Background: an optimization exercise with open tools, aiming at small area and a short achievable clock period. Do not read the settings as production practice. Function was checked by simulation only, so behaviour that the tests miss may differ from the original. Power and IR drop assume default switching activity.

east:
## cse_bubble
module cse_bubble(
input clk,
input reset,
output [7:0] imem_addr,
input [31:0] imem_data,
output rf_we,
output [4:0] rf_waddr,
output [31:0] rf_wdata
);
Settings: LEC_CHECK=0, CAP_MARGIN=20, CORE_MARGIN=2, CORE_UTILIZATION=55, SETUP_SLACK_MARGIN=5, SLEW_MARGIN=20, SYNTH_HIERARCHICAL=1, SYNTH_MINIMUM_KEEP_SIZE=0; clock period 11.0 ns.
run.sh (not shown) runs the stock make flow with config.mk's settings and CLKGATE_MAP_FILE= SYNTH_SCRIPT=/design/flow/synth_recipe.tcl, a recipe that flattens the netlist after the stock synthesis.
Setup changes, east to west
Settings: CTS_CLUSTER_SIZE: unset -> 30; CTS_BUF_LIST: unset -> sky130_fd_sc_hd__clkbuf_4.
==> comparison <==
west: full flow OK, the timing, DRC and antenna checks passed
From east to west the numbers moved as follows: total length of routed met2 wires moved down; detailed-route wire length lost about 2.8%; peak fanout along the critical path went up by 24; fraction of final layout cells with drive strength greater than 1 climbed 0.21 points.
Delta (west minus east): global-route usage went down by 0.53 points; area added between synthesis and finish went down by 5.4 points.
NOTE routed metal-1 wire length east->west decreased slightly
Relative to east, met3 layer wire length in the routed design decreased by 4.5% in west.

========
The RTL this note starts from:
==> flow/design.v <==
module alu (
    input  [31:0] a,
    input  [31:0] b,
    input         sub,       
    input         lu_ka,     
    input         lu_kb,
    input         s_sum,
    input         s_lu,
    input         s_sll,
    input         s_srl,
    input         s_lt,
    output [31:0] result,
    output        lt,        
    output        eq         
);
wire [32:0] sum = {1'b0, a} + {1'b0, b ^ {32{sub}}} + {32'b0, sub};
assign lt = ~sum[32];
assign eq = (a == b);
wire [31:0] lu  = (a & ({32{lu_ka}} | b)) | (b & {32{lu_kb}});
wire [31:0] shl = a << b[4:0];
wire [31:0] shr = a >> b[4:0];
assign result = ({32{s_sum}} & sum[31:0]) |
                ({32{s_lu}}  & lu) |
                ({32{s_sll}} & shl) |
                ({32{s_srl}} & shr) |
                {31'b0, s_lt & lt};
endmodule
module register_veda(
    input         clock,
    input         reset,
    input  [4:0]  read_reg_num1,
    input  [4:0]  read_reg_num2,
    input         write_enable,
    input  [4:0]  write_reg,
    input  [31:0] write_data,
    output [31:0] read_data1,
    output [31:0] read_data2
);
function [31:0] init_value;
input [4:0] idx;
begin
case(idx)
5'd0: init_value=17;
5'd17: init_value=16;
5'd18: init_value=4;
5'd19: init_value=2;
5'd20: init_value=3;
5'd21: init_value=10;
5'd22: init_value=9;
5'd23: init_value=11;
5'd24: init_value=8;
5'd25: init_value=7;
5'd26: init_value=6;
5'd27: init_value=1;
5'd29: init_value=1;
5'd30: init_value=11;
default: init_value=0;
endcase
end
endfunction
wire [31:0] bus0 = write_data & {32{~reset}};    
wire [31:0] bus1 = write_data | {32{reset}};     
wire [31:0] mem [31:0];
wire [31:0] sel1, sel2;
genvar g, b;
generate
for (g = 0; g < 32; g = g + 1) begin : regs
  localparam [31:0] IV = init_value(g);
  wire wr = reset | (write_enable & (write_reg == g));
  reg [31:0] r;
  for (b = 0; b < 32; b = b + 1) begin : bits
    always @(posedge clock)
      if (wr) r[b] <= IV[b] ? bus1[b] : bus0[b];
  end
  assign mem[g] = r;
  assign sel1[g] = (read_reg_num1 == g);
  assign sel2[g] = (read_reg_num2 == g);
end
endgenerate
wire [1023:0] flat;
generate
for (g = 0; g < 32; g = g + 1) begin : fl
  assign flat[g*32 +: 32] = mem[g];
end
for (b = 0; b < 32; b = b + 1) begin : rp
  wire [31:0] col;
  for (g = 0; g < 32; g = g + 1) begin : c
    assign col[g] = flat[g*32 + b];
  end
  rdcol p1(.sel(sel1), .d(col), .y(read_data1[b]));
  rdcol p2(.sel(sel2), .d(col), .y(read_data2[b]));
end
endgenerate
endmodule
module rdcol(input [31:0] sel, input [31:0] d, output y);
assign y = |(sel & d);
endmodule
module control(
    input  [5:0] op,
    output       we,
    output       imm_a,      
    output       dst_rs,     
    output       dst_rt,     
    output       sub,
    output       lu_ka,
    output       lu_kb,
    output       s_sum,
    output       s_lu,
    output       s_sll,
    output       s_srl,
    output       s_lt,
    output       b_eq,       
    output       b_ne,       
    output       b_ge,       
    output       b_le,       
    output       b_lt,       
    output       jmp_abs,    
    output       jmp_reg     
);
wire o_add  = (op == 6'd0) | (op == 6'd2) | (op == 6'd4) | (op == 6'd5);
wire o_sub  = (op == 6'd1) | (op == 6'd3);
wire o_and  = (op == 6'd6) | (op == 6'd8);
wire o_or   = (op == 6'd7) | (op == 6'd9);
wire o_sll  = (op == 6'd10);
wire o_srl  = (op == 6'd11);
wire o_lw   = (op == 6'd12);
wire o_sw   = (op == 6'd13);
wire o_slt  = (op == 6'd23) | (op == 6'd24);
assign we      = o_add | o_sub | o_and | o_or | o_sll | o_srl | o_lw | o_sw | o_slt;
assign imm_a   = (op == 6'd4) | (op == 6'd5) | (op == 6'd8) | (op == 6'd9) |
                 (op == 6'd14) | (op == 6'd24);
assign dst_rs  = o_lw;
assign dst_rt  = o_sw;
assign sub     = ~(o_add);
assign lu_ka   = o_or | o_sw;
assign lu_kb   = o_or | o_lw;
assign s_sum   = o_add | o_sub;
assign s_lu    = o_and | o_or | o_lw | o_sw;
assign s_sll   = o_sll;
assign s_srl   = o_srl;
assign s_lt    = o_slt;
assign b_eq    = (op == 6'd14);
assign b_ne    = (op == 6'd15);
assign b_ge    = (op == 6'd17);
assign b_le    = (op == 6'd18);
assign b_lt    = (op == 6'd19);
assign jmp_abs = (op == 6'd20) | (op == 6'd22);
assign jmp_reg = (op == 6'd21);
endmodule
module datapath(
    input         clock,
    input         reset,
    input  [31:0] instr,
    input         wb_we,
    input  [4:0]  wb_waddr,
    input  [31:0] wb_data,
    output        we,
    output [4:0]  waddr,
    output [31:0] result,
    output        taken,
    output        rel,       
    output [7:0]  tgt
);
wire [4:0] rs = instr[25:21];
wire [4:0] rt = instr[20:16];
wire [4:0] rd = instr[15:11];
wire imm_a, dst_rs, dst_rt, sub, lu_ka, lu_kb, s_sum, s_lu, s_sll, s_srl, s_lt;
wire b_eq, b_ne, b_ge, b_le, b_lt, jmp_abs, jmp_reg;
control cntrl(
    .op(instr[31:26]), .we(we), .imm_a(imm_a), .dst_rs(dst_rs), .dst_rt(dst_rt),
    .sub(sub), .lu_ka(lu_ka), .lu_kb(lu_kb), .s_sum(s_sum), .s_lu(s_lu),
    .s_sll(s_sll), .s_srl(s_srl), .s_lt(s_lt), .b_eq(b_eq), .b_ne(b_ne),
    .b_ge(b_ge), .b_le(b_le), .b_lt(b_lt), .jmp_abs(jmp_abs), .jmp_reg(jmp_reg));
wire [31:0] rd1, rd2;
register_veda reg_file_module(
    .clock(clock), .reset(reset),
    .read_reg_num1(rs), .read_reg_num2(rt),
    .write_enable(wb_we), .write_reg(wb_waddr), .write_data(wb_data),
    .read_data1(rd1), .read_data2(rd2));
wire fwd1 = wb_we & (wb_waddr == rs);
wire fwd2 = wb_we & (wb_waddr == rt);
wire [31:0] r1 = fwd1 ? wb_data : rd1;
wire [31:0] r2 = fwd2 ? wb_data : rd2;
wire [31:0] a = imm_a ? {16'b0, instr[15:0]} : r1;
wire [31:0] b = r2;
wire lt, eq;
alu alu_module(
    .a(a), .b(b), .sub(sub), .lu_ka(lu_ka), .lu_kb(lu_kb),
    .s_sum(s_sum), .s_lu(s_lu), .s_sll(s_sll), .s_srl(s_srl), .s_lt(s_lt),
    .result(result), .lt(lt), .eq(eq));
assign waddr = dst_rs ? rs : dst_rt ? rt : rd;
assign taken = (b_eq & eq) | (b_ne & ~eq) | (b_ge & ~lt) | (b_le & (lt | eq)) |
               (b_lt & lt) | jmp_abs | jmp_reg;
assign rel   = ~(jmp_abs | jmp_reg);
assign tgt   = jmp_reg ? r1[7:0] : instr[7:0];
endmodule
module cse_bubble(
input clk,
input reset,
output [7:0] imem_addr,
input [31:0] imem_data,
output rf_we,
output [4:0] rf_waddr,
output [31:0] rf_wdata
);
reg [7:0]  program_counter;
reg        we_r;
reg [4:0]  waddr_r;
reg [31:0] result_r;
reg        taken_r;
reg        rel_r;
reg [7:0]  tgt_r;
wire        we;
wire [4:0]  waddr;
wire [31:0] result;
wire        taken, rel;
wire [7:0]  tgt;
datapath dp1(
    .clock(clk), .reset(reset), .instr(imem_data),
    .wb_we(we_r), .wb_waddr(waddr_r), .wb_data(result_r),
    .we(we), .waddr(waddr), .result(result),
    .taken(taken), .rel(rel), .tgt(tgt));
wire [7:0] pc1 = program_counter + 8'd1;
wire [7:0] new_pc = ~taken_r ? pc1 : rel_r ? pc1 + tgt_r : tgt_r;
always @(posedge clk, posedge reset) begin
  if (reset) begin
    program_counter <= 8'd0;
    we_r     <= 1'b1;
    waddr_r  <= 5'd0;
    result_r <= 32'd34;
    taken_r  <= 1'b0;
    rel_r    <= 1'b1;
    tgt_r    <= 8'd0;
  end else begin
    program_counter <= new_pc;
    we_r     <= we;
    waddr_r  <= waddr;
    result_r <= result;
    taken_r  <= taken;
    rel_r    <= rel;
    tgt_r    <= tgt;
  end
end
assign imem_addr = program_counter;
assign rf_we     = we_r;
assign rf_waddr  = waddr_r;
assign rf_wdata  = result_r;
endmodule
Settings: LEC_CHECK=0, CAP_MARGIN=20, CORE_MARGIN=2, CORE_UTILIZATION=55, CTS_BUF_LIST=sky130_fd_sc_hd__clkbuf_4, CTS_CLUSTER_SIZE=30, SETUP_SLACK_MARGIN=5, SLEW_MARGIN=20, SYNTH_HIERARCHICAL=1, SYNTH_MINIMUM_KEEP_SIZE=0; clock period 11.0 ns.
Edit:
- CTS_BUF_LIST: sky130_fd_sc_hd__clkbuf_4 -> default
- CTS_CLUSTER_SIZE: 30 -> default
Effect: Via count goes up slightly; hold slack barely changes; final area goes up by a few percent; routed wire length climbs by a few percent; total power climbs by a little under a tenth; maximum frequency shrinks by a few percent; non-clock buffer count rises by 157.

==> re-timing with driven ports <==
Ports are ideal in the flow. The routed layouts listed here were re-timed in OpenROAD. Step 1 (the two cells are an assumption about what drives the block):
set clk [get_ports {clk}]
set_driving_cell -lib_cell sky130_fd_sc_hd__clkbuf_16 $clk
set_driving_cell -lib_cell sky130_fd_sc_hd__buf_2 [delete_from_list [all_inputs] $clk]
Step 2 adds t to the input delays and takes it off the output delays; t is the mean of the earliest and latest rising clock arrival at the registers after step 1. Input paths then give back, and output paths get back, about the clock's delay inside the block. Slacks: ideal / step 1 / step 2; pairs: ideal / step 1.
| run | t, ns | slack for setup (ns) | hold slack, ns |
|---|---|---|---|
| east | 0.772 | 4.802 / 4.744 / 3.973 | 0.510 / 0.510 / 0.510 |
| west | 1.219 | 4.869 / 4.783 / 3.564 | 0.516 / 0.516 / 0.516 |
| the first run of note 2 | 1.236 | 4.962 / 5.007 / 3.772 | 0.606 / 0.606 / 0.606 |
| the second run of note 2 | 0.789 | 4.652 / 4.638 / 3.849 | 0.608 / 0.608 / 0.608 |
After both steps setup and hold are still met in every run listed. For west, which loses most, drivers alone change the setup slack by -0.086 ns; drivers and shift together by -1.305 ns.
